Source: an optimization exercise on an open RTL-to-GDS flow (aim: small area, a short achievable clock period and few clock cycles). Production flows keep margins and buffers that such runs may drop.
The RTL was checked by simulation tests, not by an equivalence proof against the original design.
Power is estimated from default activity; no workload was simulated.

`flow/design.v`:
```
module qrcode_decoder(
    input clk,
    input srst_n,
    input start,
    input sram_rdata,
    output [11:0] sram_raddr,
    output reg [5:0] loc_y,
    output reg [5:0] loc_x,
    output reg [7:0] decode_text,    
    output reg valid,
    output reg finish
);
localparam S_A = 3'd0, S_P = 3'd1, S_Y = 3'd2, S_X = 3'd3, S_V = 3'd4,
           S_M = 3'd5, S_D = 3'd6, S_E = 3'd7;
reg [2:0] st;             
reg       cont;           
reg [5:0] y, x;           
reg       pv;             
reg       pix;            
reg       started;
assign sram_raddr = {y, x};
wire hit = pix && cont;   
reg [5:0] k;              
reg       lx6;            
reg [5:0] s0;             
reg [5:0] s1;             
reg [5:0] s2;             
reg [5:0] s3;             
reg [1:0] cidx;           
reg [1:0] rot;
reg [2:0] mask;
wire signed [2:0] cy_lo = s0[5:3], cy_hi = s0[2:0];
wire signed [2:0] cx_lo = s1[5:3], cx_hi = s1[2:0];
wire signed [2:0] pcy = s2[5:3], pcx = s2[2:0];
wire tight = s3[5], wide = s3[4], mid = s3[3], tlm = s3[1], grp = s3[0];
wire [2:0] iq = s0[4:2], jq3 = s1[4:2];
wire [1:0] ir = s0[1:0], jr = s1[1:0];
wire       inlen = s1[5]; 
wire [4:0] rem = s2[4:0]; 
wire [2:0] mv = s3[2:0];  
wire [2:0] bc = s3[5:3];  
always @* decode_text = {cidx, k};
wire [7:0] sa = 8'd1 << st;    
function maskbit;         
    input [2:0] m;
    input a0, a1, b0;     
    input [1:0] a3, b3;   
    input q;              
    reg t2, p2, p1, p0, t0;
    begin
        t2 = a0 ^ b0;                                   
        p2 = a0 & b0;                                   
        p1 = (a3 == b3) && (a3 != 2'd0);                
        p0 = (a3 == 2'd0) || (b3 == 2'd0);              
        t0 = (a3 == 2'd0) ? (b3 == 2'd0) : (a3 == 2'd1) ? (b3 == 2'd2) : (b3 == 2'd1);  
        case (m)
            3'd0: maskbit = ~t2;
            3'd1: maskbit = ~a0;
            3'd2: maskbit = (b3 == 2'd0);
            3'd3: maskbit = t0;
            3'd4: maskbit = ~(a1 ^ q);
            3'd5: maskbit = ~p2 & p0;
            3'd6: maskbit = ~(p2 ^ p1);
            default: maskbit = ~(t2 ^ p1);
        endcase
    end
endfunction
function [5:0] poff;      
    input [3:0] kk;
    begin
        poff =
            (kk == 4'd0)  ? {3'sd0, 3'sd2} :
            (kk == 4'd1)  ? {3'sd0, -3'sd2} :
            (kk == 4'd2)  ? {3'sd2, 3'sd0} :
            (kk == 4'd3)  ? {-3'sd2, 3'sd0} :
            (kk == 4'd4)  ? {3'sd2, 3'sd2} :
            (kk == 4'd5)  ? {-3'sd2, -3'sd2} :
            (kk == 4'd6)  ? {3'sd2, -3'sd2} :
            (kk == 4'd7)  ? {-3'sd2, 3'sd2} :
            (kk == 4'd8)  ? {3'sd0, 3'sd1} :
            (kk == 4'd9)  ? {3'sd0, -3'sd1} :
            (kk == 4'd10) ? {3'sd1, 3'sd0} :
            (kk == 4'd11) ? {-3'sd1, 3'sd0} :
            (kk == 4'd12) ? {3'sd1, 3'sd1} :
            (kk == 4'd13) ? {-3'sd1, -3'sd1} :
            (kk == 4'd14) ? {3'sd1, -3'sd1} :
                            {-3'sd1, 3'sd1};
    end
endfunction
localparam [5:0] P_N = 6'd16;     
function [5:0] x7;        
    input [2:0] c;
    begin
        case (c)
            3'b001: x7 = 6'd7;
            3'b010: x7 = 6'd14;
            3'b111: x7 = 6'd57;
            3'b110: x7 = 6'd50;
            default: x7 = 6'd0;
        endcase
    end
endfunction
function [6:0] x7m14;     
    input [2:0] c;
    begin
        case (c)
            3'b001: x7m14 = 7'd121;
            3'b010: x7m14 = 7'd0;
            3'b111: x7m14 = 7'd107;
            3'b110: x7m14 = 7'd100;
            default: x7m14 = 7'd114;
        endcase
    end
endfunction
function [5:0] x7m20;     
    input [2:0] c;
    begin
        case (c)
            3'b001: x7m20 = 6'd51;
            3'b010: x7m20 = 6'd58;
            3'b111: x7m20 = 6'd37;
            3'b110: x7m20 = 6'd30;
            default: x7m20 = 6'd44;
        endcase
    end
endfunction
function [6:0] x7m34;     
    input [2:0] c;
    begin
        case (c)
            3'b001: x7m34 = 7'd101;
            3'b010: x7m34 = 7'd108;
            3'b111: x7m34 = 7'd87;
            3'b110: x7m34 = 7'd80;
            default: x7m34 = 7'd94;
        endcase
    end
endfunction
function span2;           
    input signed [2:0] lo, hi;
    begin
        span2 = (hi - lo) >= 2;
    end
endfunction
function [5:0] roffy;     
    input s;
    input [2:0] c;
    begin
        case (c)
            3'd0: roffy = s ? 6'd17 : 6'd3;
            3'd1: roffy = s ? 6'd18 : 6'd2;
            3'd2: roffy = s ? 6'd16 : 6'd4;
            3'd3: roffy = s ? 6'd20 : 6'd0;
            default: roffy = s ? 6'd14 : 6'd6;
        endcase
    end
endfunction
function [5:0] roffx;     
    input s;
    input [2:0] c;
    begin
        case (c)
            3'd0: roffx = s ? 6'd61 : 6'd47;
            3'd1: roffx = s ? 6'd62 : 6'd46;
            3'd2: roffx = s ? 6'd60 : 6'd48;
            3'd3: roffx = s ? 6'd0 : 6'd44;
            default: roffx = s ? 6'd58 : 6'd50;
        endcase
    end
endfunction
function [2:0] wmove;     
    input [2:0] aq, bq;
    input [1:0] ar, br;
    reg u, lowb;
    begin
        u = ({bq, br} == {3'd6, 2'd2}) || ({bq, br} == {3'd6, 2'd1}) ||
            ({bq, br} == {3'd5, 2'd1}) || ({bq, br} == {3'd5, 2'd0}) ||
            ({bq, br} == {3'd4, 2'd0}) || ({bq, br} == {3'd3, 2'd2});
        lowb = (bq < 3'd4) || ({bq, br} == {3'd4, 2'd0});                
        if (bq[0] == br[0]) wmove = 3'd0;                                  
        else if (u) begin
            if ({aq, ar} == (lowb ? {3'd0, 2'd0} : {3'd3, 2'd0})) wmove = 3'd0;    
            else if (lowb && {aq, ar} == {3'd2, 2'd1}) wmove = 3'd2;      
            else wmove = 3'd1;
        end else begin
            if ({aq, ar} == {3'd6, 2'd2}) wmove = 3'd0;                    
            else if (lowb && {aq, ar} == {3'd1, 2'd2}) wmove = 3'd4;       
            else wmove = 3'd3;
        end
    end
endfunction
function [4:0] add3;      
    input [2:0] q;
    input [1:0] r;
    input [2:0] d;
    reg [2:0] t;
    begin
        t = {1'b0, r} + d;                  
        case (t)
            3'd3: add3 = {q + 3'd1, 2'd0};
            3'd4: add3 = {q + 3'd1, 2'd1};
            3'd7: add3 = {q - 3'd1, 2'd2};
            3'd6: add3 = {q - 3'd1, 2'd1};
            default: add3 = {q, t[1:0]};
        endcase
    end
endfunction
wire [5:0] p_c = poff(k[3:0]);           
wire [5:0] p_n = poff(k[3:0] + 4'd1);    
wire signed [2:0] u_ylo = (hit && pcy < cy_lo) ? pcy : cy_lo;
wire signed [2:0] u_yhi = (hit && pcy > cy_hi) ? pcy : cy_hi;
wire signed [2:0] u_xlo = (hit && pcx < cx_lo) ? pcx : cx_lo;
wire signed [2:0] u_xhi = (hit && pcx > cx_hi) ? pcx : cx_hi;
wire y_ok = span2(u_ylo, u_yhi), x_ok = span2(u_xlo, u_xhi);
wire p_end = tight || k == P_N;
wire [1:0] cn = cidx + 2'd1;
wire [5:0] kn = (cidx != 2'd3) ? k : (k[2:0] == 3'd4) ? {k[5:3] + 3'd1, 3'd0} : k + 6'd1;
wire v_miss = cont && !pix;
wire v_end = tlm || v_miss || (cidx == 2'd3 && k == 6'o44);
wire [1:0] mc = tlm ? 2'd0 : v_miss ? cidx - 2'd1 : 2'd3;    
reg [1:0] m_rot;
reg [5:0] m_my, m_mx;     
always @* begin
    case (mc)
        2'd0: begin m_rot = 2'd2; m_my = 6'd12; m_mx = 6'd62; end
        2'd1: begin m_rot = 2'd3; m_my = 6'd18; m_mx = 6'd52; end
        2'd2: begin m_rot = 2'd1; m_my = 6'd2;  m_mx = 6'd56; end
        default: begin m_rot = 2'd0; m_my = 6'd8; m_mx = 6'd46; end
    endcase
end
wire [1:0] i3 = ir, j3 = jr;
wire jq = jq3[0];                        
wire i0 = iq[0] ^ ir[0], j0 = jq3[0] ^ jr[0];
wire [1:0] i4 = ir - iq[1:0];            
wire dbit = sram_rdata ^ maskbit(mask, i0, i4[1], j0, i3, j3, jq);
reg [2:0] mdi, mdj;       
always @* begin
    case (mv)
        3'd0: begin mdi = 3'd0; mdj = 3'd7; end
        3'd1: begin mdi = 3'd7; mdj = 3'd1; end
        3'd2: begin mdi = 3'd6; mdj = 3'd1; end
        3'd3: begin mdi = 3'd1; mdj = 3'd1; end
        default: begin mdi = 3'd2; mdj = 3'd1; end
    endcase
end
wire [2:0] ei = (rot[0] == rot[1]) ? mdi : -mdi;
wire [2:0] ej = rot[1] ? -mdj : mdj;
wire [2:0] wdy = rot[0] ? ej : ei;
wire [2:0] wdx = rot[0] ? ei : ej;
wire [4:0] ni = add3(iq, ir, mdi);
wire [4:0] nj = add3(jq3, jr, mdj);
wire [2:0] nmv = wmove(ni[4:2], nj[4:2], ni[1:0], nj[1:0]);    
reg [5:0] r_ddy, r_ddx, r_dny, r_dnx;    
always @* begin
    case (rot)
        2'd0: begin r_ddy = 6'd9;  r_ddx = 6'd15; r_dny = 6'd0;  r_dnx = 6'd1;  end
        2'd1: begin r_ddy = 6'd15; r_ddx = 6'd55; r_dny = 6'd1;  r_dnx = 6'd0;  end
        2'd2: begin r_ddy = 6'd55; r_ddx = 6'd49; r_dny = 6'd0;  r_dnx = 6'd63; end
        default: begin r_ddy = 6'd49; r_ddx = 6'd9; r_dny = 6'd63; r_dnx = 6'd0; end
    endcase
end
wire [1:0] a_row = k[3:2], a_col = k[1:0];
wire [5:0] a_dy = (a_col != 2'd2) ? 6'd0 : (a_row == 2'd0) ? 6'd21 : 6'd22;
wire [5:0] a_dx = (a_col == 2'd1 || (a_col == 2'd2 && a_row == 2'd2)) ? 6'd22 : 6'd21;
wire [5:0] b_dy = (a_col != 2'd0) ? 6'd0 : (a_row == 2'd1) ? 6'd43 : 6'd42;
wire [6:0] b_dx14 = (a_col == 2'd2 || (a_col == 2'd0 && a_row == 2'd0)) ? 7'd120 : 7'd121;
reg [5:0] ayA, byA, ayP, byP, ayY, byY, ayX, byX, ayV, byV, byM, byD;
reg [6:0] axA, bxA, axP, bxP, axY, bxY, axX, bxX, axV, bxV, bxM, bxD;
always @* begin
    ayA = y; byA = hit ? b_dy : a_dy;
    axA = {1'b0, x};
    bxA = hit ? b_dx14 : {1'b0, a_dx};
    ayP = loc_y; byP = p_end ? x7m20(cy_hi) : x7(p_n[5:3]);
    axP = {lx6, loc_x}; bxP = x7m14(p_end ? cx_lo : p_n[2:0]);
    ayY = y; axY = hit ? {lx6, loc_x} : {1'b0, x};
    byY = 6'd0; bxY = 7'd0;
    if (hit) begin
        byY = (k[2:0] == 3'd0) ? 6'd63 : 6'd0;
        bxY = x7m34(cx_hi);
    end else case (k[2:0])
        3'd0, 3'd2, 3'd4: bxY = 7'd14;
        3'd1: if (wide || mid) bxY = 7'd107; else begin byY = 6'd1; bxY = 7'd114; end
        3'd3: if (wide) bxY = 7'd107; else begin byY = 6'd1; bxY = 7'd121; end
        default: byY = 6'd1;
    endcase
    ayX = y; axX = {1'b0, x};
    if (hit) begin
        byX = grp ? 6'd44 : 6'd0; bxX = grp ? 7'd20 : 7'd19;
    end else if (!grp) begin byX = 6'd20; bxX = 7'd0; end
    else begin byX = 6'd44; bxX = 7'd1; end
    ayV = loc_y; axV = {1'b0, loc_x};
    byV = v_end ? m_my : roffy(cn[1], kn[5:3]);
    bxV = {1'b0, v_end ? m_mx : roffx(cn[0], kn[2:0])};
    if (k == 6'd2) begin byM = r_ddy; bxM = {1'b0, r_ddx}; end
    else if (k != 6'd0 || started) begin byM = r_dny; bxM = {1'b0, r_dnx}; end
    else begin byM = 6'd0; bxM = 7'd0; end
    byD = {{3{wdy[2]}}, wdy}; bxD = {1'b0, {3{wdx[2]}}, wdx};
end
wire [5:0] ay = ({6{sa[0]}} & ayA) | ({6{sa[1]}} & ayP) | ({6{sa[2]}} & ayY) |
                ({6{sa[3]}} & ayX) | ({6{sa[4]}} & ayV) | ({6{sa[5] | sa[6] | sa[7]}} & y);
wire [6:0] ax = ({7{sa[0]}} & axA) | ({7{sa[1]}} & axP) | ({7{sa[2]}} & axY) |
                ({7{sa[3]}} & axX) | ({7{sa[4]}} & axV) | ({7{sa[5] | sa[6] | sa[7]}} & {1'b0, x});
wire [5:0] by = ({6{sa[0]}} & byA) | ({6{sa[1]}} & byP) | ({6{sa[2]}} & byY) |
                ({6{sa[3]}} & byX) | ({6{sa[4]}} & byV) | ({6{sa[5]}} & byM) | ({6{sa[6]}} & byD);
wire [6:0] bx = ({7{sa[0]}} & bxA) | ({7{sa[1]}} & bxP) | ({7{sa[2]}} & bxY) |
                ({7{sa[3]}} & bxX) | ({7{sa[4]}} & bxV) | ({7{sa[5]}} & bxM) | ({7{sa[6]}} & bxD);
wire [6:0] sy = {1'b0, ay} + {by[5], by};
wire [6:0] sx = ax + bx;
always @(posedge clk) begin
    if (start) started <= 1'b1;
    pix <= sram_rdata & pv; cont <= 1'b1;
    y <= sy[5:0]; x <= sx[5:0]; pv <= 1'b1;
    valid <= 1'b0;
    finish <= 1'b0;
    if (sa[0]) begin
        if (hit) begin
            loc_y <= sy[5:0]; loc_x <= sx[5:0]; lx6 <= (sx[5:0] < 6'd14);
            s0 <= 6'd0; s1 <= 6'd0; s3 <= 6'd0;
            st <= S_P; cont <= 1'b0; k <= 6'd0;
            pv <= (sx[5:0] >= 6'd14);
        end else begin
            k <= (a_col != 2'd2) ? k + 6'd1 : (a_row == 2'd2) ? 6'd0 : {2'd0, a_row + 2'd1, 2'd0};
        end
    end
    if (sa[1]) begin
        s0 <= {u_ylo, u_yhi}; s1 <= {u_xlo, u_xhi};
        s3[5] <= y_ok && x_ok;
        s3[4] <= !x_ok && !(u_xhi != u_xlo);
        s3[3] <= !x_ok && (u_xhi != u_xlo);
        if (p_end) begin
            st <= S_Y; cont <= 1'b0; k <= 6'd0;
            if (sy[6]) y <= 6'd0;
            if (sx[5:0] > 6'd43) x <= 6'd43;
        end else begin
            k <= k + 6'd1;
            pv <= !sy[6] && !sx[6] && (k != P_N - 6'd1);
        end
        s2 <= p_c;                          
    end
    if (sa[2]) begin
        if (hit) begin
            loc_y <= sy[5:0];                   
            st <= S_X; cont <= 1'b0; s3[1:0] <= 2'b00;
            if (sx[6]) x <= 6'd0;               
        end else begin
            if (k[2:0] == (wide ? 3'd5 : mid ? 3'd3 : 3'd1)) k <= 6'd0;
            else k <= k + 6'd1;
        end
    end
    if (sa[3]) begin
        if (hit) begin
            loc_x <= sx[5:0];                   
            s3[1] <= !grp;
            st <= S_V; cont <= 1'b0; cidx <= 2'd1; k <= 6'd0;
        end else s3[0] <= ~grp;
    end
    if (sa[4]) begin
        if (v_end) begin
            rot <= m_rot;
            if (!mc[1]) loc_y <= loc_y + 6'd20;
            if (mc[0]) loc_x <= loc_x - 6'd20;
            st <= S_M; cont <= 1'b0; k <= 6'd0;
        end else begin
            cidx <= cn; k <= kn;
        end
    end
    if (sa[5]) begin
        case (k[1:0])
            2'd0: mask[2] <= ~sram_rdata;
            2'd1: mask[1] <= sram_rdata;
            default: mask[0] <= ~sram_rdata;
        endcase
        if (k == 6'd2) begin
            st <= S_D; cont <= 1'b0;
            s0 <= {1'b0, 3'd5, 2'd2};       
            s1 <= {1'b1, 3'd6, 2'd1};       
            s2 <= {1'b0, 5'd0};             
            s3 <= {3'd0, 3'd1};             
        end else if (k != 6'd0 || started) k <= k + 6'd1;
    end
    if (sa[6]) begin
        s0[4:0] <= ni; s1[4:0] <= nj; s3[2:0] <= nmv;
        if (inlen) begin
            s2[4:0] <= {rem[3:0], dbit};
            s3[5:3] <= (bc == 3'd4) ? 3'd0 : bc + 3'd1;
            if (bc == 3'd4) s1[5] <= 1'b0;
        end else begin
            {cidx, k} <= {cidx[0], k, dbit};
            s3[5:3] <= bc + 3'd1;
            if (bc == 3'd7) begin
                valid <= 1'b1;
                s2[4:0] <= rem - 5'd1;
                if (rem == 5'd1) begin
                    finish <= 1'b1;
                    st <= S_E; cont <= 1'b0;
                end
            end
        end
    end
    if (!srst_n) begin
        st <= S_A; cont <= 1'b0; y <= 6'd20; x <= 6'd20; pv <= 1'b1;
        started <= 1'b0; k <= 6'd0; valid <= 1'b0; finish <= 1'b0;
    end
end
endmodule
```
`flow/flow/run.sh`:
```
#!/bin/bash
# The standard layout (standard.sh, unchanged), run with a copy of the ORFS
# scripts in which only abc_area.script (the logic optimisation recipe that
# synthesis hands to ABC) differs, and with these settings in its environment:
#  - ABC's recipe: resyn2rs-style AIG rewriting and resubstitution, dch -f,
#    then area-oriented mapping (map -a) and ABC's usual buffering and
#    sizing, instead of dch and delay-oriented mapping (map -B 0.9);
#  - synthesis leaves the adders to ABC instead of mapping them to the
#    library's half- and full-adder cells (ADDER_MAP_FILE empty);
#    the rest of synthesis is standard.sh's own (synth_recipe.tcl: no fsm or
#    share passes, flattened, function nets renamed), so the registers are the
#    standard synthesis's;
#  - the buffers that the flow puts on every input and output port are
#    sky130_fd_sc_hd__buf_2 cells instead of the slower delay cells that
#    buffer_ports picks by default;
#  - repair_timing aims for a setup slack of 11.8 ns, i.e. it sizes the cells
#    of paths slower than about 4.2 ns;
#  - clock tree synthesis uses sky130_fd_sc_hd__clkbuf_8 buffers and no dummy
#    loads.
# The clock, its period and the I/O constraints are the design's, unchanged.
# Each tool's full output is in standard.log in this folder (and ORFS's own
# per-step logs under orfs/logs).
cp -r "$FLOW_HOME/scripts" orfs_scripts
cat > orfs_scripts/abc_area.script <<'ABC'
strash
balance
resub -K 6
rewrite
resub -K 6 -N 2
refactor
resub -K 8
balance
resub -K 8 -N 2
rewrite
resub -K 10
rewrite -z
resub -K 10 -N 2
balance
resub -K 12
refactor -z
resub -K 12 -N 2
rewrite -z
balance
dch -f
map -a
topo
stime -c
buffer -c
dnsize -c
ABC
export SCRIPTS_DIR="$PWD/orfs_scripts"
export ADDER_MAP_FILE=
export BUFFER_PORTS_ARGS="-buffer_cell sky130_fd_sc_hd__buf_2"
export SETUP_SLACK_MARGIN=11.8
export CTS_ARGS="-sink_clustering_enable -repair_clock_nets -dont_use_dummy_load -buf_list sky130_fd_sc_hd__clkbuf_8"
bash standard.sh > standard.log 2>&1
```
`flow/standard.sh`:
```
#!/bin/bash
# synth_recipe.tcl (not shown) runs the flow's synth.tcl, then flattens the netlist and writes it again
# the make line also repeats each setting of config.mk as NAME=value (left out here)
make -C /OpenROAD-flow-scripts/flow DESIGN_CONFIG=/design/flow/config.mk WORK_HOME=/design/flow/orfs CLKGATE_MAP_FILE= SYNTH_SCRIPT=/design/flow/synth_recipe.tcl "${@:-finish}"
```
`flow/config.mk`:
```
export PLATFORM = sky130hd
export DESIGN_NAME = qrcode_decoder
export DESIGN_NICKNAME = qrcode_decoder
export VERILOG_FILES = /design/flow/design.v
export SDC_FILE = /design/flow/constraint.sdc
export NUM_CORES = 8
export LEC_CHECK = 0
export ABC_AREA = 1
export CAP_MARGIN = 20
export CORE_MARGIN = 2
export CORE_UTILIZATION = 40
export SLEW_MARGIN = 20
```
`flow/constraint.sdc`:
```
create_clock -name core_clock -period 16.0 [get_ports {clk}]
set_input_delay 3.2000 -clock core_clock [delete_from_list [all_inputs] [get_ports {clk}]]
set_output_delay 3.2000 -clock core_clock [all_outputs]
set_load 0.01 [all_outputs]
```
==> metrics.md, run 1 <==
| Metric | Value |
|---|---|
| Grt ovf | `0` |
| DRC violations left | `0` |
| Final Hold Fails | `0` |
| # diodes | `0` |
| ANT nets after route | `0` |
| DP Wirelength | `17500 microns` |
| Clock transition at the registers of the reported paths | `90 ps` |
| Fmax | `239 MHz` |
| Critical path's slowest cell | `dfxtp_2` |
| Cell area after synthesis | `0.00596 sq mm` |
| Status | `timing/DRC/antenna clean` |
| Main synth FF type | `dfxtp_1` |
| First-pass GRT wire length | `35600 microns` |
| # hold bufs at CTS | `0` |
| Simple-Gate Fraction of Synth Area | `29.5%` |
| Worst slew pin tran | `1030 ps` |
| Core ar. | `0.0145 sq mm` |
| Max Root-Sink Buffers | `2` |
| Setup TNS | `0 ps` |
| Final nets | `1049` |
| Post-Synth XOR/XNOR Area | `5.29%` |
| Vias in the first global route | `6522` |
| Crit Path Class | `register to output pin` |
| DR WL/cell | `18.7 microns` |
| #FFs+latches synth | `71` |
| Minimum clock period | `4190 ps` |
| Initial antenna violation count | `0` |
| Worst IR Drop VDD | `0.0000784 V` |
| CTS Buf Count | `9` |
| Compound-Gate Fraction of Synth Area | `27.7%` |
| Synth Area in Adders | `0.336%` |
| Avg Cell Area, Syn | `5.97 sq um` |
| CP peak stage delay | `440 ps` |
| Width of the die | `126 microns` |
| Via density | `5.87` |
| Share of cells above drive strength 1 | `13.1%` |
| Fillcell total | `1612` |
| P&R area growth vs syn | `14.5%` |
| Synth warn | `1` |
| CTS tree | `built` |
| Overall routing resource usage | `28.3%` |
| Pwr Density | `147 mW/mm^2` |
| Crit path max-delay family | `flip-flops` |
| Vias | `7200` |
| Die Height | `126 microns` |
| Io pins | `38` |
| Drt total wl | `22900 microns` |
| Port Buffers | `37` |
| P_leak | `0.00290 uW` |
| Worst EP required | `12800 ps` |
| Post-synthesis cell type count | `48` |
| Clock Skew | `25.6 ps` |
| Max Cap Violations | `0` |
| Final setup violation count | `0` |
| Post-synth ARST share | `0%` |
| TritonRoute pass-1 iters | `6` |
| Die area | `0.0159 sq mm` |
| Iter 0 DRT Violations | `863` |
| Worst path bufs/invs | `1` |
| RSZ-0062 raised after global routing | `true` |
| Crit. End Element | `output pin` |
| Clk Latency, worst-skew pair | `390 ps` |
| Num rows | `44` |
| Cells along the critical path | `buf_2` |
| Placed instance count | `1198` |
| CP Launch Type | `register` |
| Largest family of logic cells by synthesized area | `simple AND/OR/NAND/NOR gates` |
| Post-synth EDFFs | `10` |
| Tcrit/Tclk final | `26.2%` |
| Gp weighted congestion | `1.07` |
| Sink Count | `71` |
| Max Transition Viols Final | `0` |
| Syn Nets | `1003` |
| Critical Path AT | `990 ps` |
| Mux contribution to synthesized area | `0.357%` |
| Hold Crit Class | `register to register` |
| H-tree depth | `3` |
| Slew Limit Headroom | `31.3%` |
| Post-Layout Cell Count | `1227` |
| Initial Util | `41.0%` |
| Largest net degree at the start of global routing | `21` |
| Sequential share of the synthesized area | `25.5%` |
| Syn Inst Count | `999` |
| CP Max Fanout | `7` |
| Clk root buf | `clkbuf_8` |
## final cells by class
type	instances	area (sq um)	area share, %
Sequential cell	71	1540	22.6
Multi-Input combinational cell	749	3970	58.2
Clock buffer	9	124	1.81
Inverter	152	586	8.58
Timing Repair Buffer	62	373	5.46
Tap cell	184	230	3.37
## synthesized netlist by cell type (all sizes together), types with 5 or more instances
| master | number | area, sq um |
|---|---|---|
| a211oi | 5 | 37.5 |
| o22ai | 18 | 113 |
| xnor2 | 11 | 96.3 |
| clkbuf | 23 | 86.3 |
| o211ai | 6 | 45.0 |
| nand4 | 6 | 37.5 |
| a31oi | 11 | 68.8 |
| o21a | 5 | 37.5 |
| nor3 | 32 | 160 |
| nand3 | 34 | 170 |
| dfxtp | 61 | 1220 |
| xor2 | 25 | 219 |
| nand2 | 151 | 567 |
| edfxtp | 10 | 300 |
| inv | 149 | 559 |
| a21oi | 94 | 470 |
| o32ai | 5 | 43.8 |
| a221oi | 8 | 70.1 |
| nor2 | 197 | 739 |
| o21ai | 81 | 405 |
| a22oi | 11 | 82.6 |
| nor4 | 5 | 31.3 |
## state kept, by name, indices dropped and copies added (netlist names)
name and count:
y 6, started 1, rot 2, s1 6, x 6, st 3
pv 1, cont 1, cidx 2, valid 1, loc_y 6, lx6 1
loc_x 6, s3 6, pix 1, s0 6, s2 6, mask 3
finish 1, k 6
## where the power goes
group / leakage [uW] / internal (uW) / switching (uW)
clock network: 0.0000647 / 50.2 / 69.2
logic: 0.00223 / 211 / 382
registers: 0.000602 / 233 / 58.3
## timing repair
item / CTS / global route
gates resized for setup: 32 / 47
setup endpoints to repair: 26 / 24
pin swaps: 1 / 6
setup buffers: 4 / 16
## cells in the final DEF (no fill, tap or decap), drive strengths merged, types with 5 or more instances in the layout
master,instances
o32ai,5
o22ai,18
a211oi,5
o211ai,6
nor4,5
dfxtp,61
a21oi,94
a221oi,8
a22oi,11
edfxtp,10
nor3,32
inv,148
xnor2,11
nor2,197
clkbuf,9
a31oi,11
o21a,5
xor2,25
o21ai,81
nand3,34
nand2,151
buf,62
nand4,6
## cell families after synthesis
| group | count (synthesis) |
|---|---|
| AND/OR/NAND/NOR | 433 |
| AO/OA/AOI/OAI | 276 |
| buffers and inverters | 179 |
| flip-flops | 71 |
| XOR/XNOR | 36 |
| multiplexers | 2 |
| adder cells (fa/ha/maj) | 2 |
## path summary, 6_finish.rpt
check | to | cells past startpoint | startpoint | slack, ps
hold / removal | pix | 2 | pv | 430
setup reg to reg | pv | 23 | st[2] | 11910
hold reg to reg | pix | 2 | pv | 430
setup / recovery | decode_text[4] | 1 | k[4] | 11810
## per-layer routing
metal / wire length (microns) / track usage, % / vias to the layer above / part of all wire, %
li1: - / - / 3470 / -
met1: 9870 / 37.8 / 3275 / 43
met2: 10000 / 42.7 / 377 / 44
met3: 2050 / 6.20 / 78 / 8.9
met4: 993 / 14.7 / 0 / 4.3
met5: 0 / 0 / - / 0
## through the flow
step	power, uW	hold slack, ps	instance area (sq um)	utilization, %	setup slack [ps]
after floorplan	679	388	5960	-	12010
after global placement	836	421	6310	43.4	11070
after detailed placement	831	414	6310	43.4	10880
after CTS	959	435	6560	45.1	11770
after global routing	1080	465	6830	47.0	11690
final	1000	433	6830	47.0	11810
Testbench counts, summed over its fixed seeds: cycles 24,170.
==> run 2, diff against run 1 <==
--- a/flow/flow/run.sh
+++ b/flow/flow/run.sh
@@ -47,4 +47,5 @@
 stime -c
 buffer -c
+upsize -c
 dnsize -c
 ABC
--- a/flow/config.mk
+++ b/flow/config.mk
@@ -10,3 +10,4 @@
 export CORE_MARGIN = 2
 export CORE_UTILIZATION = 40
+export GPL_TIMING_DRIVEN = 1
 export SLEW_MARGIN = 20
==> run 2 against run 1 <==
  * Core utilization decreased by 2.4 points
  * Still clean on timing, DRC and antenna
  * Synthesized area increased by 4.7%
  * Clock power about the same
  * Count of clock-buffer cells in the layout unchanged
  * Cell count decreased by 0.98%
  * Die area increased by 4.5%
  * Maximum frequency increased by 0.33%
  * First-iteration DRC count increased by 9.6%
  * Synthesized cell count unchanged
  * Global-route usage decreased by 0.95 points
  * Worst setup slack improved by 14 ps
  * Largest cell class unchanged
==> metrics.md, run 2 <==
| Metric | Value |
|---|---|
| Synth area leaders | `dfxtp_1 20%, nor2_1 11%, nand2_1 8.8%` |
| Post-synthesis cell type count | `66 (+38%)` |
| Clock Skew | `19.1 ps (-6.53 ps)` |
| Synth Area in Adders | `0.361% (+0.025 points)` |
| Overall routing resource usage | `27.3% (-0.95 points)` |
| Drt total wl | `22600 microns (-1.4%)` |
| Final Hold Fails | `0 (unchanged)` |
| Share of cells above drive strength 1 | `14.1% (+0.98 points)` |
| Fmax | `240 MHz (+0.33%)` |
| H-tree depth | `3 (unchanged)` |
| Post-synth ARST share | `0% (unchanged)` |
| R2R Path Start | `k[4]` |
| Cell area after synthesis | `0.00624 sq mm (+4.7%)` |
| RSZ-0062 raised after global routing | `true` |
| Fin util | `44.6% (-2.4 points)` |
| Die Height | `129 microns (+2.2%)` |
| DP Wirelength | `17400 microns (-0.41%)` |
| Critical path's slowest cell | `dfxtp_4` |
| Worst EP required | `12800 ps (about the same)` |
| Post-synth EDFFs | `10 (unchanged)` |
| Placement Cell Area | `0.00658 sq mm (+4.2%)` |
| Grt ovf | `0 (unchanged)` |
| Vias in the first global route | `6360 (-2.5%)` |
| Iter 0 DRT Violations | `946 (+9.6%)` |
| Sequential share of the synthesized area | `24.4% (-1.1 points)` |
| First-pass GRT wire length | `35300 microns (-0.72%)` |
| Hold Crit Depth | `2 (unchanged)` |
| Max Cap Violations | `0 (unchanged)` |
| CTS tree | `built` |
| Tcrit/Tclk final | `26.1% (-0.085 points)` |
| Simple-Gate Fraction of Synth Area | `30.6% (+1.1 points)` |
| DR WL/cell | `18.6 microns (-0.42%)` |
| Main synth FF type | `dfxtp_1` |
| Mux contribution to synthesized area | `0.341% (-0.016 points)` |
| CTS Buf Count | `9 (unchanged)` |
| P_leak | `0.00284 uW (-2.0%)` |
| Initial antenna violation count | `0 (unchanged)` |
| Setup slack after placement | `11620 ps (+740 ps)` |
| Core ar. | `0.0152 sq mm (+4.6%)` |
| Syn Nets | `1003 (unchanged)` |
| Cells along the critical path | `buf_2` |
| Clock transition at the registers of the reported paths | `80 ps (about the same)` |
| Max Root-Sink Buffers | `2 (unchanged)` |
| HP Start | `pv` |
| Gp weighted congestion | `1.04 (-3.1%)` |
| Io pins | `38 (unchanged)` |
| Num rows | `45 (+2.3%)` |
| Initial Util | `41.1% (about the same)` |
| Final setup violation count | `0 (unchanged)` |
| Largest family of logic cells by synthesized area | `simple AND/OR/NAND/NOR gates` |
| Max Transition Viols Final | `0 (unchanged)` |
| Minimum clock period | `4170 ps (-13.6 ps)` |
| Worst path bufs/invs | `1 (unchanged)` |
| Width of the die | `129 microns (+2.2%)` |
| P&R area growth vs syn | `8.46%` |
| Worst r2r path cells | `20 (-13%)` |
| Worst r2r dst | `y[3]` |
| Final nets | `1033 (-1.5%)` |
| Avg Cell Area, Syn | `6.25 sq um (+4.7%)` |
| Total power | `1010 uW (+0.20%)` |
| Crit. End Element | `output pin` |
| Yosys top cell area share | `19.6% (-0.92 points)` |
| Syn Inst Count | `999 (unchanged)` |
| Most frequent cell after synthesis | `nor2_1` |
| Critical Path AT | `970 ps (-20 ps)` |
| Setup TNS | `0 ps (unchanged)` |
| DRC violations left | `0 (unchanged)` |
| Post-synth top area cell | `dfxtp_1` |
| Hold Crit Class | `register to register` |
| Hold EP | `pix` |
| Final Worst Setup Slack | `11830 ps (+13.6 ps)` |
| Vias | `7122 (-1.1%)` |
| # hold bufs at CTS | `0 (unchanged)` |
| #FFs+latches synth | `71 (unchanged)` |
| Worst IR Drop VDD | `0.0000908 V (+16%)` |
| Largest net degree at the start of global routing | `30 (+43%)` |
| Pwr Density | `149 mW/mm^2 (+1.0%)` |
| Clk Latency, worst-skew pair | `380 ps (about the same)` |
| Crit path max-delay family | `flip-flops` |
| Die area | `0.0166 sq mm (+4.5%)` |
| Compound-Gate Fraction of Synth Area | `27.8% (+0.14 points)` |
| Status | `timing/DRC/antenna clean` |
| Slew Limit Headroom | `33.8% (+2.5 points)` |
| Synth warn | `1 (unchanged)` |
| CP Max Fanout | `12 (+5)` |
| Sink Count | `71 (unchanged)` |
| Post-Synth XOR/XNOR Area | `5.29% (about the same)` |
| TritonRoute pass-1 iters | `6 (unchanged)` |
| Post-route cell area | `0.00677 sq mm (-0.79%)` |
| Port Buffers | `37 (unchanged)` |
| Commonest cells after routing, fill and taps aside | `174 x nor2_1, 147 x nand2_1, 128 x inv_1` |
| Flop2flop setup slack | `12010 ps (+100 ps)` |
| # diodes | `0 (unchanged)` |
| CP Launch Type | `register` |
| Most common cell after layout, fill and taps aside | `nor2_1` |
| Top cells by instance count after synthesis | `180 x nor2_1, 147 x nand2_1, 128 x inv_1` |
| ANT nets after route | `0 (unchanged)` |
| Worst slew pin tran | `989 ps (-37.4 ps)` |
| Via density | `5.86 (-0.11%)` |
| Crit Path Class | `register to output pin` |
| CP peak stage delay | `440 ps (about the same)` |
| Clk root buf | `clkbuf_8` |
## run 2: changes by cell type in the layout (fill, tap and decap cells not counted), sizes merged
cell and delta:
inv +1, clkinv +1, clkinvlp -2, buf -16
## run 2: stage by stage
step / hold WS [ps] / std cells
floorplan: 388 / 999
global placement: 410 / 1202
detailed placement: 412 / 1202
CTS: 415 / 1212
global route: 423 / 1215
finish: 412 / 1215
## run 2: cell type report
type / count / area, sq um
inverter: 152 / 578
fill: 1633 / 8430
clock buffer: 9 / 124
sequential: 71 / 1540
tap: 188 / 235
multi-input combinational: 749 / 4040
timing repair buffer: 46 / 253
## run 2: power by group
part           switching, uW  internal [uW]  leakage, uW
clock                   65.4           50.2    0.0000647
combinational            390            213      0.00217
sequential              54.7            232     0.000601
total                    510            496      0.00284
## run 2: kinds of logic (layout without fill, tap and decap cells)
family | Yosys count | count (layout)
AND/OR/NAND/NOR | 433 | 433
AO/OA/AOI/OAI | 276 | 276
buffers and inverters | 179 | 207
flip-flops | 71 | 71
XOR/XNOR | 36 | 36
adder cells (fa/ha/maj) | 2 | 2
multiplexers | 2 | 2
## run 2: metal layers
metal  track usage, %  wire length, microns  vias to the layer above
met1             37.7                 10000                     3276
met3             6.20                  1930                       58
li1                 -                     -                     3428
met5                0                     0                        -
met4             8.70                   605                        0
met2             42.5                 10000                      360
## run 2: worst max-delay path by stage
stage	slack, ps	depth (start not counted)	from	to
2_1_floorplan	12090	4	srst_n	valid
3_3_place_gp	11610	19	pix	x[0]
3_5_place_dp	11620	19	pix	x[1]
4_1_cts	11690	1	k[0]	decode_text[0]
5_1_grt	11790	21	s1[0]	x[1]
6_report	11830	1	k[3]	decode_text[3]
## run 2: timing repair
action                                 in CTS  in global routing
setup buffers                               1                  3
gates resized for setup                    11                  9
setup endpoints to repair                  15                 14
endpoints found under the hold margin       0                  0
==> run 3, diff against run 2 <==
--- a/flow/config.mk
+++ b/flow/config.mk
@@ -9,5 +9,4 @@
 export CAP_MARGIN = 20
 export CORE_MARGIN = 2
-export CORE_UTILIZATION = 40
-export GPL_TIMING_DRIVEN = 1
+export CORE_UTILIZATION = 25
 export SLEW_MARGIN = 20
==> run 3 against run 2 <==
  * Still clean on timing, DRC and antenna
  * Worst setup slack gained 31 ps
  * Core utilization shrank 16 points
  * Cell count grew 12%
  * Register-to-register slack lost 70 ps
  * Maximum frequency grew 0.75%
  * First-iteration DRC count shrank 18%
  * Count of clock-buffer cells in the layout is the same
  * Sequential share of layout area shrank 0.73 points
  * Flip-flop and latch count is the same
  * Sequential power is essentially flat
  * Synthesized cell count is the same
==> metrics.md, run 3 <==
| Metric | Value |
|---|---|
| Setup TNS | `0 ps (unchanged)` |
| Post-route cell area | `0.00703 sq mm (+3.8%)` |
| Most frequent cell after synthesis | `nor2_1` |
| Width of the die | `162 microns (+26%)` |
| Crit. End Element | `output pin` |
| Met3 Use GR | `3.65% (-2.5 points)` |
| Fillcell total | `2752 (+69%)` |
| Top cells by instance count after synthesis | `180 x nor2_1, 147 x nand2_1, 128 x inv_1` |
| R2R Path Start | `st[2]` |
| Grt met2 use | `27.9% (-15 points)` |
| Sink Count | `71 (unchanged)` |
| TritonRoute pass-1 iters | `5 (-1)` |
| Placement Cell Area | `0.00675 sq mm (+2.6%)` |
| Synth area leaders | `dfxtp_1 20%, nor2_1 11%, nand2_1 8.8%` |
| Max Root-Sink Buffers | `2 (unchanged)` |
| Final setup violation count | `0 (unchanged)` |
| Clk root buf | `clkbuf_8` |
| Post-synth EDFFs | `10 (unchanged)` |
| DRC violations left | `0 (unchanged)` |
| Critical Path AT | `940 ps (-30 ps)` |
| Share of cells above drive strength 1 | `15.4% (+1.3 points)` |
| CP Launch Type | `register` |
| Most common cell after layout, fill and taps aside | `nor2_1` |
| Yosys top cell area share | `19.6% (unchanged)` |
| Post-synth ARST share | `0% (unchanged)` |
| Core ar. | `0.0244 sq mm (+60%)` |
| RSZ-0062 raised after global routing | `true` |
| P&R area growth vs syn | `12.5%` |
| Sequential share of the synthesized area | `24.4% (unchanged)` |
| Hold Crit Class | `register to register` |
| Die Height | `162 microns (+26%)` |
| Vias | `7021 (-1.4%)` |
| Vias in the first global route | `6575 (+3.4%)` |
| H-tree depth | `3 (unchanged)` |
| Max Transition Viols Final | `0 (unchanged)` |
| HP Start | `pv` |
| Crit path max-delay family | `flip-flops` |
| Via density | `5.17 (-12%)` |
| Final nets | `1040 (+0.68%)` |
| Area taken by multi-input logic gates | `0.00407 sq mm (+0.68%)` |
| Iter 0 DRT Violations | `772 (-18%)` |
| Minimum clock period | `4140 ps (-31.1 ps)` |
| DR WL/cell | `17.6 microns (-5.4%)` |
| Slew Limit Headroom | `35.0% (+1.2 points)` |
| Die area | `0.0263 sq mm (+58%)` |
| CTS tree | `built` |
| Post-synth top area cell | `dfxtp_1` |
| GR met1 Demand/Resource | `26.0% (-12 points)` |
| Register area | `0.00155 sq mm (+0.41%)` |
| Cells along the critical path | `buf_2` |
| Cell area after synthesis | `0.00624 sq mm (unchanged)` |
| Total power | `1030 uW (+2.0%)` |
| Max Cap Violations | `0 (unchanged)` |
| Syn Nets | `1003 (unchanged)` |
| Grt peak-use layer | `met2` |
| Status | `timing/DRC/antenna clean` |
| ANT nets after route | `0 (unchanged)` |
| Worst slew pin tran | `971 ps (-17.5 ps)` |
| Worst path bufs/invs | `1 (unchanged)` |
| Main synth FF type | `dfxtp_1` |
| Initial Util | `25.6% (-15 points)` |
| DP Wirelength | `18900 microns (+8.7%)` |
| Grt ovf | `0 (unchanged)` |
| Clk Latency, worst-skew pair | `380 ps (about the same)` |
| Overall routing resource usage | `18.4% (-9.0 points)` |
| CTS Buf Count | `9 (unchanged)` |
| Clock Skew | `20.6 ps (+1.45 ps)` |
| P_leak | `0.00288 uW (+1.5%)` |
| CP Max Fanout | `3 (-9)` |
| Critical Path Start | `loc_x[1]` |
| Final Worst Setup Slack | `11860 ps (+31.1 ps)` |
| Syn Inst Count | `999 (unchanged)` |
| Commonest cells after routing, fill and taps aside | `173 x nor2_1, 147 x nand2_1, 128 x inv_1` |
| Worst EP required | `12800 ps (about the same)` |
| Pwr Density | `146 mW/mm^2 (-1.7%)` |
| Avg Cell Area, Syn | `6.25 sq um (unchanged)` |
| Clock transition at the registers of the reported paths | `70 ps (about the same)` |
| Largest net degree at the start of global routing | `30 (unchanged)` |
| Initial antenna violation count | `1 (+1)` |
| Final Hold Fails | `0 (unchanged)` |
| Gp weighted congestion | `1.00 (-3.2%)` |
| # diodes | `0 (unchanged)` |
| First-pass GRT wire length | `37400 microns (+5.9%)` |
| Post-synthesis cell type count | `66 (unchanged)` |
| Crit Path Class | `register to output pin` |
| Synth warn | `1 (unchanged)` |
| Tcrit/Tclk final | `25.9% (-0.19 points)` |
| Critical path's slowest cell | `edfxtp_1` |
| Port Buffers | `37 (unchanged)` |
| CP peak stage delay | `420 ps (-20 ps)` |
| Drt total wl | `23900 microns (+5.8%)` |
| Io pins | `38 (unchanged)` |
| #FFs+latches synth | `71 (unchanged)` |
| Setup slack after placement | `11540 ps (-78.9 ps)` |
| Worst IR Drop VDD | `0.0000512 V (-44%)` |
| Num rows | `57 (+27%)` |
| Fmax | `241 MHz (+0.75%)` |
[run 3: logic make-up after synthesis]
family | count (synthesis) | share of synthesized area [%]
AOI/OAI and AO/OA | 276 | 27.8
xor gates and xnor gates | 36 | 5.29
adders and majority gates | 2 | 0.361
buffers and inverters | 179 | 11.2
DFF | 71 | 24.4
muxes | 2 | 0.341
and+or+nand+nor | 433 | 30.6
[run 3: final cells by class]
type                    count  share of cell area (%)
well taps                 324                    5.77
inverters                 152                    8.23
flip-flops and latches     71                    22.0
repair buffers             53                    4.31
multi-input cells         749                    57.9
clock buffers               9                    1.76
[run 3: path summary, 6_finish.rpt]
kind,cells past startpoint,slack [ps],endpoint
setup / recovery,1,11860,loc_x[1]
hold / removal,2,420,pix
setup reg to reg,21,11940,x[3]
hold reg to reg,2,420,pix
[run 3: power breakdown]
group,internal (uW),switching (uW),total (uW)
clock,50.2,67.8,118
sequential,233,55.0,288
combinational,218,402,620
total,502,525,1030
[run 3: per-stage QoR]
stage	cells	utilization, %	hold slack, ps
floorplan	999	-	388
global route	1358	28.8	439
detailed placement	1338	27.7	416
CTS	1348	28.3	423
global placement	1338	27.7	412
finish	1358	28.8	422
[run 3: timing repair]
action | CTS | global route
resized for setup | 12 | 17
setup endpoints to repair | 19 | 26
buffers inserted | 1 | 10
hold buffers | 0 | 0
pin swaps | 0 | 1
endpoints found under the hold margin | 0 | 0
[run 3: layer usage]
metal | wire length [microns] | part of all wire (%) | up-vias
li1 | - | - | 3429
met1 | 11100 | 46 | 3255
met2 | 10500 | 44 | 294
met3 | 1680 | 7.0 | 43
met4 | 634 | 2.6 | 0
met5 | 0 | 0 | -
==> run 4, diff against run 3 <==
--- a/flow/config.mk
+++ b/flow/config.mk
@@ -9,4 +9,4 @@
 export CAP_MARGIN = 20
 export CORE_MARGIN = 2
-export CORE_UTILIZATION = 25
+export CORE_UTILIZATION = 60
 export SLEW_MARGIN = 20
==> run 4 against run 3 <==
  * Largest cell class unchanged
  * Maximum frequency decreased by 1.1%
  * Synthesized cell count did not move
  * Final area is 5.0% lower
  * Register-to-register slack barely moved
  * Sequential share of layout area grew 0.99 points
==> metrics.md, run 4 <==
| Metric | Value |
|---|---|
| Status | `timing/DRC/antenna clean` |
| Vias | `7168 (+2.1%)` |
| Post-Synth XOR/XNOR Area | `5.29% (unchanged)` |
| Tcrit/Tclk final | `26.2% (+0.28 points)` |
| Share of cells above drive strength 1 | `13.4% (-2.0 points)` |
| Gp weighted congestion | `1.10 (+9.3%)` |
| Setup slack after placement | `11820 ps (+287 ps)` |
| RSZ-0062 raised after global routing | `true` |
| Clock Power Share | `11.6% (about the same)` |
| DRC violations left | `0 (unchanged)` |
| Minimum clock period | `4190 ps (+44.1 ps)` |
| Core ar. | `0.0102 sq mm (-58%)` |
| Sw Share | `51.0% (-0.15 points)` |
| Post-synth ARST share | `0% (unchanged)` |
| Iter 0 DRT Violations | `999 (+29%)` |
| Commonest cells after routing, fill and taps aside | `177 x nor2_1, 147 x nand2_1, 128 x inv_1` |
| Final nets | `1030 (-0.96%)` |
| CP Launch Type | `register` |
| Final Hold Fails | `0 (unchanged)` |
| Drt total wl | `21400 microns (-10%)` |
| TritonRoute pass-1 iters | `6 (+1)` |
| Clk Latency, worst-skew pair | `370 ps (about the same)` |
| Yosys top cell area share | `19.6% (unchanged)` |
| Final Worst Setup Slack | `11810 ps (-44.1 ps)` |
| Worst EP required | `12800 ps (about the same)` |
| Combinational group share of total power | `59.6% (-0.8 points)` |
| Final setup violation count | `0 (unchanged)` |
| Max Transition Viols Final | `0 (unchanged)` |
| Max Root-Sink Buffers | `2 (unchanged)` |
| Crit Path Class | `register to output pin` |
| ANT nets after route | `0 (unchanged)` |
| Critical path's slowest cell | `dfxtp_4` |
| Max Cap Violations | `0 (unchanged)` |
| Area taken by multi-input logic gates | `0.00403 sq mm (-0.86%)` |
| Initial antenna violation count | `0 (-1)` |
| Grt ovf | `0 (unchanged)` |
| Initial Util | `61.0% (+35 points)` |
| #FFs+latches synth | `71 (unchanged)` |
| Most common cell after layout, fill and taps aside | `nor2_1` |
| Cells along the critical path | `buf_2` |
| Compound-Gate Fraction of Synth Area | `27.8% (unchanged)` |
| Top cells by instance count after synthesis | `180 x nor2_1, 147 x nand2_1, 128 x inv_1` |
| Most frequent cell after synthesis | `nor2_1` |
| Post-synth EDFFs | `10 (unchanged)` |
| Synth area leaders | `dfxtp_1 20%, nor2_1 11%, nand2_1 8.8%` |
| Via density | `6.18 (+20%)` |
| H-tree depth | `3 (unchanged)` |
| CP peak stage delay | `460 ps (+40 ps)` |
| DP Wirelength | `16500 microns (-13%)` |
| First-pass GRT wire length | `34000 microns (-9.1%)` |
| Setup TNS | `0 ps (unchanged)` |
| Crit. End Element | `output pin` |
| Clk root buf | `clkbuf_8` |
| Io pins | `38 (unchanged)` |
| Largest net degree at the start of global routing | `29 (-3.3%)` |
| Mux contribution to synthesized area | `0.341% (unchanged)` |
| Sequential share of the synthesized area | `24.4% (unchanged)` |
| Clock Skew | `21.2 ps (+0.680 ps)` |
| Syn Nets | `1003 (unchanged)` |
| Post-synthesis cell type count | `66 (unchanged)` |
| Sequential share of power | `28.8% (+0.7 points)` |
| Worst slew pin tran | `1000 ps (+28.8 ps)` |
| Num rows | `37 (-35%)` |
| Worst IR Drop VDD | `0.000102 V (+99%)` |
| Internal power | `492 uW (-1.9%)` |
| Fmax | `239 MHz (-1.1%)` |
| Register area | `0.00154 sq mm (-0.73%)` |
| CTS Buf Count | `9 (unchanged)` |
| Worst path bufs/invs | `1 (unchanged)` |
| Sink Count | `71 (unchanged)` |
| Crit path max-delay family | `flip-flops` |
| Cell area after synthesis | `0.00624 sq mm (unchanged)` |
| Synth Area in Adders | `0.361% (unchanged)` |
| # diodes | `0 (unchanged)` |
| Width of the die | `106 microns (-35%)` |
| P&R area growth vs syn | `6.89%` |
| Clock transition at the registers of the reported paths | `70 ps (about the same)` |
| Simple-Gate Fraction of Synth Area | `30.6% (unchanged)` |
| Critical Path AT | `990 ps (+50 ps)` |
| Largest family of logic cells by synthesized area | `simple AND/OR/NAND/NOR gates` |
| DR WL/cell | `18.5 microns (+4.8%)` |
| P_leak | `0.00282 uW (-2.1%)` |
| Synth warn | `1 (unchanged)` |
| CTS tree | `built` |
| Overall routing resource usage | `38.7% (+20 points)` |
| Avg Cell Area, Syn | `6.25 sq um (unchanged)` |
| Hold Crit Class | `register to register` |
| Main synth FF type | `dfxtp_1` |
| Die Height | `106 microns (-35%)` |
| Port Buffers | `37 (unchanged)` |
| CP Max Fanout | `15 (+12)` |
| Fillcell total | `997 (-64%)` |
| Pwr Density | `150 mW/mm^2 (+3.0%)` |
| Die area | `0.0112 sq mm (-57%)` |
| Slew Limit Headroom | `33.1% (-1.9 points)` |
| Syn Inst Count | `999 (unchanged)` |
| Post-synth top area cell | `dfxtp_1` |
| Vias in the first global route | `6443 (-2.0%)` |
| Switching power | `512 uW (-2.5%)` |
==> run 4: cell types whose count changed in the layout (fill, tap and decap cells not counted), sizes merged <==
cell	before	now
buf	52	43
clkbuf	10	9
clkinv	2	1
clkinvlp	1	2
==> run 4: logic make-up (layout without fill, tap and decap cells) <==
| group | count (synthesis) | count (layout) |
|---|---|---|
| AO/OA/AOI/OAI | 276 | 276 |
| XOR/XNOR | 36 | 36 |
| adder cells (fa/ha/maj) | 2 | 2 |
| buffers and inverters | 179 | 204 |
| flip-flops | 71 | 71 |
| multiplexers | 2 | 2 |
| AND/OR/NAND/NOR | 433 | 433 |
==> run 4: metal layers <==
| metal | up-vias | share of wire, % | global-route usage (%) | wire, microns |
|---|---|---|---|---|
| met2 | 440 | 43 | 58.4 | 9200 |
| met5 | - | 0 | 0 | 0 |
| li1 | 3414 | - | - | - |
| met3 | 94 | 11 | 9.99 | 2450 |
| met1 | 3220 | 41 | 51.5 | 8770 |
| met4 | 0 | 4.7 | 18.6 | 1010 |
==> run 4: stage by stage <==
step	hold WS (ps)	cell area [sq um]	cells	util, %	total power, uW
3_5_place_dp	404	6510	1150	63.6	868
5_1_grt	426	6680	1160	65.2	1080
6_report	409	6680	1160	65.2	1000
4_1_cts	410	6650	1159	65.0	985
2_1_floorplan	388	6240	999	-	721
3_3_place_gp	394	6510	1150	63.6	864
==> run 4: repair_timing <==
action,4_1_cts,5_1_grt
endpoints found under the setup margin,8,16
pin swaps,0,0
buffers inserted,0,1
hold buffers,0,0
gates resized for setup,9,5
endpoints found under the hold margin,0,0
==> run 4: final cells by class <==
| class | instances | share of cell area (%) |
|---|---|---|
| clock buffers | 9 | 1.86 |
| inverters | 152 | 8.70 |
| multi-input cells | 749 | 60.4 |
| flip-flops and latches | 71 | 23.0 |
| well taps | 136 | 2.55 |
| repair buffers | 43 | 3.45 |
==> run 4: worst paths after layout <==
check                           from             end  slack [ps]  cells after the start
worst max-delay path            k[0]  decode_text[0]       11810                      1
worst max register to register   pix              pv       11950                     21
worst min-delay path              pv             pix         410                      2
worst min register to register    pv             pix         410                      2
==> run 4: power groups by stage <==
stage,registers (uW),clock network [uW],logic [uW]
final,289,116,599
after global routing,294,122,661
after CTS,287,116,582
after detailed placement,290,0,578
after global placement,290,0,574
after floorplan,280,0,441
==> run 5, diff against run 4 <==
--- a/flow/flow/run.sh
+++ b/flow/flow/run.sh
@@ -53,5 +53,5 @@
 export ADDER_MAP_FILE=
 export BUFFER_PORTS_ARGS="-buffer_cell sky130_fd_sc_hd__buf_2"
-export SETUP_SLACK_MARGIN=11.8
+export SETUP_SLACK_MARGIN=11.7
 export CTS_ARGS="-sink_clustering_enable -repair_clock_nets -dont_use_dummy_load -buf_list sky130_fd_sc_hd__clkbuf_8"
 bash standard.sh > standard.log 2>&1
--- a/flow/config.mk
+++ b/flow/config.mk
@@ -9,4 +9,4 @@
 export CAP_MARGIN = 20
 export CORE_MARGIN = 2
-export CORE_UTILIZATION = 60
+export CORE_UTILIZATION = 40
 export SLEW_MARGIN = 20
==> run 5 against run 4 <==
  * Still clean
  * Count of clock-buffer cells in the layout unchanged
  * Via count down 1.1%
  * Clock skew down 2.3 ps
  * First-iteration DRC count down 9.7%
==> metrics.md, run 5 <==
| Metric | Value |
|---|---|
| Status | `timing/DRC/antenna clean` |
| Crit path max-delay family | `flip-flops` |
| Critical path's slowest cell | `dfxtp_2` |
| Cells along the critical path | `buf_2` |
| Cell area after synthesis | `0.00624 sq mm (unchanged)` |
| DRC violations left | `0 (unchanged)` |
| Clock Skew | `19.0 ps (-2.26 ps)` |
| Gp weighted congestion | `1.04 (-5.5%)` |
| Most frequent cell after synthesis | `nor2_1` |
| Final nets | `1029 (-0.097%)` |
| First-pass GRT wire length | `35300 microns (+3.9%)` |
| Yosys top cell area share | `19.6% (unchanged)` |
| CP Max Fanout | `12 (-3)` |
| # hold bufs at CTS | `0 (unchanged)` |
| Post-synth top area cell | `dfxtp_1` |
| P&R area growth vs syn | `7.89%` |
| CP peak stage delay | `510 ps (+50 ps)` |
| Syn Inst Count | `999 (unchanged)` |
| Critical Path AT | `1060 ps (+70 ps)` |
| Vias | `7090 (-1.1%)` |
| Initial Util | `41.1% (-20 points)` |
| DR WL/cell | `18.5 microns (+0.21%)` |
| Syn Nets | `1003 (unchanged)` |
| Fmax | `234 MHz (-1.8%)` |
| Tcrit/Tclk final | `26.7% (+0.49 points)` |
| Sink Count | `71 (unchanged)` |
| Core ar. | `0.0152 sq mm (+49%)` |
| Die area | `0.0166 sq mm (+48%)` |
| Post-synth EDFFs | `10 (unchanged)` |
| Worst path bufs/invs | `1 (unchanged)` |
| Synth warn | `1 (unchanged)` |
| Io pins | `38 (unchanged)` |
| Slew Limit Headroom | `34.2% (+1.1 points)` |
| Share of cells above drive strength 1 | `13.3% (-0.085 points)` |
| WHS | `412 ps (+2.96 ps)` |
| CP Launch Type | `register` |
| Setup TNS | `0 ps (unchanged)` |
| Drt total wl | `22400 microns (+4.6%)` |
| Post-CTS Setup Bufs | `0 (unchanged)` |
| Overall routing resource usage | `27.4% (-11 points)` |
| Die Height | `129 microns (+22%)` |
| Vias in the first global route | `6349 (-1.5%)` |
| Commonest cells after routing, fill and taps aside | `177 x nor2_1, 147 x nand2_1, 128 x inv_1` |
| Resize count post-CTS | `5 (-4)` |
| P_leak | `0.00282 uW (-0.15%)` |
| Synth area leaders | `dfxtp_1 20%, nor2_1 11%, nand2_1 8.8%` |
| Width of the die | `129 microns (+22%)` |
| Crit Path Class | `register to output pin` |
| Max Root-Sink Buffers | `2 (unchanged)` |
| CTS Buf Count | `9 (unchanged)` |
| Clk Latency, worst-skew pair | `380 ps (about the same)` |
| Grt ovf | `0 (unchanged)` |
| Avg Cell Area, Syn | `6.25 sq um (unchanged)` |
| RSZ-0062 raised after global routing | `true` |
| Top cells by instance count after synthesis | `180 x nor2_1, 147 x nand2_1, 128 x inv_1` |
| Pwr Density | `148 mW/mm^2 (-1.4%)` |
| Iter 0 DRT Violations | `902 (-9.7%)` |
| Flop2flop setup slack | `11960 ps (about the same)` |
| Max Cap Violations | `0 (unchanged)` |
| Clk root buf | `clkbuf_8` |
| H-tree depth | `3 (unchanged)` |
| ANT nets after route | `0 (unchanged)` |
| Port Buffers | `37 (unchanged)` |
| Clock transition at the registers of the reported paths | `80 ps (about the same)` |
| Hold Crit Class | `register to register` |
| Main synth FF type | `dfxtp_1` |
| CTS tree | `built` |
| Post-synthesis cell type count | `66 (unchanged)` |
| Crit. End Element | `output pin` |
| Final setup violation count | `0 (unchanged)` |
| Post-synth ARST share | `0% (unchanged)` |
| Final Hold Fails | `0 (unchanged)` |
| Num rows | `45 (+22%)` |
| Most common cell after layout, fill and taps aside | `nor2_1` |
| Largest net degree at the start of global routing | `30 (+3.4%)` |
| Sequential share of the synthesized area | `24.4% (unchanged)` |
| Worst EP required | `12800 ps (about the same)` |
| # diodes | `0 (unchanged)` |
| Minimum clock period | `4260 ps (+78.5 ps)` |
| Initial antenna violation count | `0 (unchanged)` |
| Worst IR Drop VDD | `0.0000917 V (-10%)` |
| Worst slew pin tran | `984 ps (-16.3 ps)` |
| Max Transition Viols Final | `0 (unchanged)` |
| DP Wirelength | `17400 microns (+5.4%)` |
| #FFs+latches synth | `71 (unchanged)` |
| TritonRoute pass-1 iters | `6 (unchanged)` |
| Via density | `5.85 (-5.3%)` |
## run 5: path summary, 6_finish.rpt
kind / start / end / cells after the start
worst max-delay path: k[3] / decode_text[3] / 1
worst min-delay path: pv / pix / 2
worst max register to register: k[4] / y[3] / 20
worst min register to register: pv / pix / 2
## run 5: cell type report
type	count	area [sq um]
Timing Repair Buffer	42	223
Inverter	152	581
Tap cell	188	235
Fill cell	1642	8460
Clock buffer	9	124
Multi-Input combinational cell	749	4050
Sequential cell	71	1530
## run 5: metrics by stage
| step | util, % | power, uW | setup slack [ps] | area, sq um | instances |
|---|---|---|---|---|---|
| after floorplan | - | 721 | 12090 | 6240 | 999 |
| final | 44.3 | 999 | 11740 | 6740 | 1211 |
| after global placement | 43.3 | 870 | 11610 | 6580 | 1202 |
| after global routing | 44.3 | 1080 | 11690 | 6740 | 1211 |
| after detailed placement | 43.3 | 870 | 11620 | 6580 | 1202 |
| after CTS | 44.1 | 988 | 11690 | 6710 | 1211 |
## run 5: tightest hold or removal path, stage by stage (launching register included)
cell and delay [ps]:
dfxtp_1 310, inv_1 40, nor2_1 30
## run 5: layer usage
layer | share of wire [%] | GRT usage, % | vias to the layer above
met2 | 44 | 42.6 | 347
met3 | 8.2 | 6.15 | 61
met1 | 45 | 37.7 | 3255
met4 | 2.8 | 8.70 | 0
li1 | - | - | 3427
met5 | 0 | 0 | -
## run 5: logic make-up (layout without fill, tap and decap cells)
group / after synthesis / in the layout / synth area share, %
buffers and inverters: 179 / 203 / 11.2
DFF: 71 / 71 / 24.4
adders and majority gates: 2 / 2 / 0.361
and+or+nand+nor: 433 / 433 / 30.6
muxes: 2 / 2 / 0.341
AOI/OAI and AO/OA: 276 / 276 / 27.8
xor gates and xnor gates: 36 / 36 / 5.29
## run 5: where the power goes
| group | switching (uW) | internal [uW] | total [uW] |
|---|---|---|---|
| logic | 385 | 209 | 593 |
| registers | 58.3 | 232 | 290 |
| clock network | 65.2 | 50.2 | 115 |
==> run 6, diff against run 5 <==
--- a/flow/flow/run.sh
+++ b/flow/flow/run.sh
@@ -53,5 +53,5 @@
 export ADDER_MAP_FILE=
 export BUFFER_PORTS_ARGS="-buffer_cell sky130_fd_sc_hd__buf_2"
-export SETUP_SLACK_MARGIN=11.7
+export SETUP_SLACK_MARGIN=11.9
 export CTS_ARGS="-sink_clustering_enable -repair_clock_nets -dont_use_dummy_load -buf_list sky130_fd_sc_hd__clkbuf_8"
 bash standard.sh > standard.log 2>&1
==> run 6 against run 5 <==
  * Core utilization increased by 1.4 points
  * Sequential power is 3% lower
  * Register-to-register slack improved by 90 ps
  * Via count is 1.6% higher
  * Global-route usage rose by 0.17 points
  * Critical path depth is the same
==> metrics.md, run 6 <==
| Metric | Value |
|---|---|
| Max Root-Sink Buffers | `2 (unchanged)` |
| Register area | `0.00157 sq mm (+2.6%)` |
| Worst IR Drop VDD | `0.0000918 V (about the same)` |
| #FFs+latches synth | `71 (unchanged)` |
| Main synth FF type | `dfxtp_1` |
| Syn Nets | `1003 (unchanged)` |
| Post-Layout Cell Count | `1227 (+1.3%)` |
| Yosys top cell area share | `19.6% (unchanged)` |
| Iter 0 DRT Violations | `871 (-3.4%)` |
| DP Wirelength | `17400 microns (unchanged)` |
| Post-synthesis cell type count | `66 (unchanged)` |
| P&R area growth vs syn | `11.4%` |
| Final nets | `1045 (+1.6%)` |
| Cell area after synthesis | `0.00624 sq mm (unchanged)` |
| H-tree depth | `3 (unchanged)` |
| Post-synth top area cell | `dfxtp_1` |
| Setup TNS | `0 ps (unchanged)` |
| P_leak | `0.00291 uW (+3.3%)` |
| CTS Buf Count | `9 (unchanged)` |
| Largest net degree at the start of global routing | `30 (unchanged)` |
| Clock transition at the registers of the reported paths | `80 ps (about the same)` |
| Placement Cell Area | `0.00658 sq mm (unchanged)` |
| Vias in the first global route | `6434 (+1.3%)` |
| Worst slew pin tran | `972 ps (-12.0 ps)` |
| Via density | `5.87 (+0.27%)` |
| Tcrit/Tclk final | `25.9% (-0.78 points)` |
| Fmax | `242 MHz (+3.0%)` |
| Max Cap Violations | `0 (unchanged)` |
| Max Transition Viols Final | `0 (unchanged)` |
| Initial antenna violation count | `0 (unchanged)` |
| Num rows | `45 (unchanged)` |
| Initial Util | `41.1% (unchanged)` |
| Crit. End Element | `output pin` |
| DR WL/cell | `18.6 microns (+0.23%)` |
| DRC violations left | `0 (unchanged)` |
| Combinational group share of total power | `61.7% (+2.3 points)` |
| CP Max Fanout | `2 (-10)` |
| Post-synth EDFFs | `10 (unchanged)` |
| # hold bufs at CTS | `0 (unchanged)` |
| Gp weighted congestion | `1.04 (unchanged)` |
| Clk Latency, worst-skew pair | `380 ps (about the same)` |
| Slew Limit Headroom | `35.0% (+0.80 points)` |
| Clk root buf | `clkbuf_8` |
| Core ar. | `0.0152 sq mm (unchanged)` |
| Post-route cell area | `0.00696 sq mm (+3.3%)` |
| Clock Power Share | `11.1% (-0.5 points)` |
| Drt total wl | `22800 microns (+1.6%)` |
| Io pins | `38 (unchanged)` |
| Synth area leaders | `dfxtp_1 20%, nor2_1 11%, nand2_1 8.8%` |
| CTS tree | `built` |
| Fillcell total | `1616 (-1.6%)` |
| First-pass GRT wire length | `35600 microns (+0.70%)` |
| Clock Skew | `20.4 ps (+1.39 ps)` |
| Critical path's slowest cell | `edfxtp_1` |
| Vias | `7203 (+1.6%)` |
| CP Launch Type | `register` |
| Critical Path AT | `940 ps (-120 ps)` |
| Minimum clock period | `4140 ps (-125 ps)` |
| Synth warn | `1 (unchanged)` |
| Internal power | `519 uW (+5.8%)` |
| CP peak stage delay | `410 ps (-100 ps)` |
| Cells along the critical path | `buf_2` |
| Sink Count | `71 (unchanged)` |
| Top cells by instance count after synthesis | `180 x nor2_1, 147 x nand2_1, 128 x inv_1` |
| Die area | `0.0166 sq mm (unchanged)` |
| Width of the die | `129 microns (unchanged)` |
| Sequential share of the synthesized area | `24.4% (unchanged)` |
| Port Buffers | `37 (unchanged)` |
| Most common cell after layout, fill and taps aside | `nor2_1` |
| Placed instance count | `1202 (unchanged)` |
| Status | `timing/DRC/antenna clean` |
| Setup slack after placement | `11620 ps (unchanged)` |
| Grt ovf | `0 (unchanged)` |
| Post-synth ARST share | `0% (unchanged)` |
| TritonRoute pass-1 iters | `8 (+2)` |
| Share of cells above drive strength 1 | `17.1% (+3.8 points)` |
| Avg Cell Area, Syn | `6.25 sq um (unchanged)` |
| Commonest cells after routing, fill and taps aside | `169 x nor2_1, 147 x nand2_1, 128 x inv_1` |
| Crit Path Class | `register to output pin` |
| Worst EP required | `12800 ps (about the same)` |
| Sw Share | `50.0% (-0.88 points)` |
| Hold Crit Class | `register to register` |
| Syn Inst Count | `999 (unchanged)` |
| Pwr Density | `149 mW/mm^2 (+0.62%)` |
| Crit path max-delay family | `flip-flops` |
| Final Worst Setup Slack | `11860 ps (+125 ps)` |
| RSZ-0062 raised after global routing | `true` |
| Area taken by multi-input logic gates | `0.00409 sq mm (+1.2%)` |
| Overall routing resource usage | `27.5% (+0.17 points)` |
| Switching power | `519 uW (+2.1%)` |
| Most frequent cell after synthesis | `nor2_1` |
| ANT nets after route | `0 (unchanged)` |
| Sequential share of power | `27.1% (-1.9 points)` |
| # diodes | `0 (unchanged)` |
| Die Height | `129 microns (unchanged)` |
| Worst path bufs/invs | `1 (unchanged)` |
| Final setup violation count | `0 (unchanged)` |
| Final Hold Fails | `0 (unchanged)` |
run 6: area by class of cell:
cell class	count	share of cell area, %
timing repair buffer	58	5.11
multi-input combinational	749	58.8
tap	188	3.38
clock buffer	9	1.78
inverter	152	8.34
sequential	71	22.5
run 6: path summary, 6_finish.rpt:
path            start       end  slack, ps  depth (start not counted)
max          loc_x[1]  loc_x[1]      11860                          1
max reg2reg      k[0]      x[0]      12050                         22
min reg2reg        pv       pix        410                          2
min                pv       pix        410                          2
run 6: repair_timing:
action,in CTS,in global routing
buffers inserted,13,3
endpoints found under the setup margin,30,27
resized for setup,23,30
run 6: kinds of logic (layout without fill, tap and decap cells):
kind of cell | after synthesis | after routing | share of synthesized area [%]
fa+ha+maj | 2 | 2 | 0.361
compound gates | 276 | 276 | 27.8
buf+inv | 179 | 219 | 11.2
simple gates | 433 | 433 | 30.6
mux | 2 | 2 | 0.341
flops | 71 | 71 | 24.4
xor+xnor | 36 | 36 | 5.29
run 6: routing by layer:
metal | track usage [%] | vias up | part of all wire (%)
met3 | 6.15 | 75 | 9.6
met4 | 8.76 | 0 | 3.2
li1 | - | 3451 | -
met5 | 0 | - | 0
met1 | 37.8 | 3309 | 43
met2 | 43.0 | 368 | 44
run 6: metrics by stage:
stage | total power (uW) | hold slack [ps] | utilization [%]
floorplan | 721 | 388 | -
global placement | 870 | 410 | 43.3
detailed placement | 870 | 412 | 43.3
CTS | 1010 | 415 | 45.0
global route | 1120 | 424 | 45.8
finish | 1040 | 410 | 45.8
run 6: power by group through the flow:
| stage | combinational (uW) | sequential [uW] | clock (uW) |
|---|---|---|---|
| 2_1_floorplan | 441 | 280 | 0 |
| 3_3_place_gp | 580 | 291 | 0 |
| 3_5_place_dp | 578 | 292 | 0 |
| 4_1_cts | 608 | 281 | 118 |
| 5_1_grt | 703 | 288 | 126 |
| 6_report | 640 | 282 | 116 |

==> static timing again, ports no longer ideal <==
How much do the figures lean on ideal ports? The routed layouts below were timed once more, with nothing changed but the port constraints.
Step 1 assumes that a clkbuf_16 drives the clock port and a buf_2 every other input.
Step 2 adds t to the input delays and takes it off the output delays; t is the mean of the earliest and latest rising clock arrival at the registers after step 1. Input paths then give back, and output paths get back, about the clock's delay inside the block.
a / b / c = ideal / step 1 / step 2; a / b = the first two.
run	t (ns)	setup WS [ns]	latest minus earliest clock arrival (ns)
run 1	0.420	11.813 / 11.774 / 11.675	0.026 / 0.026
run 2	0.406	11.827 / 11.792 / 11.799	0.020 / 0.020
run 3	0.412	11.858 / 11.816 / 11.823	0.021 / 0.021
run 4	0.402	11.814 / 11.775 / 11.856	0.022 / 0.021
run 5	0.404	11.735 / 11.700 / 11.798	0.019 / 0.019
run 6	0.401	11.860 / 11.826 / 11.819	0.020 / 0.021
After both steps setup and hold are still met in every run listed. For run 1, which loses most, drivers alone change the setup slack by -0.039 ns; drivers and shift together by -0.138 ns.
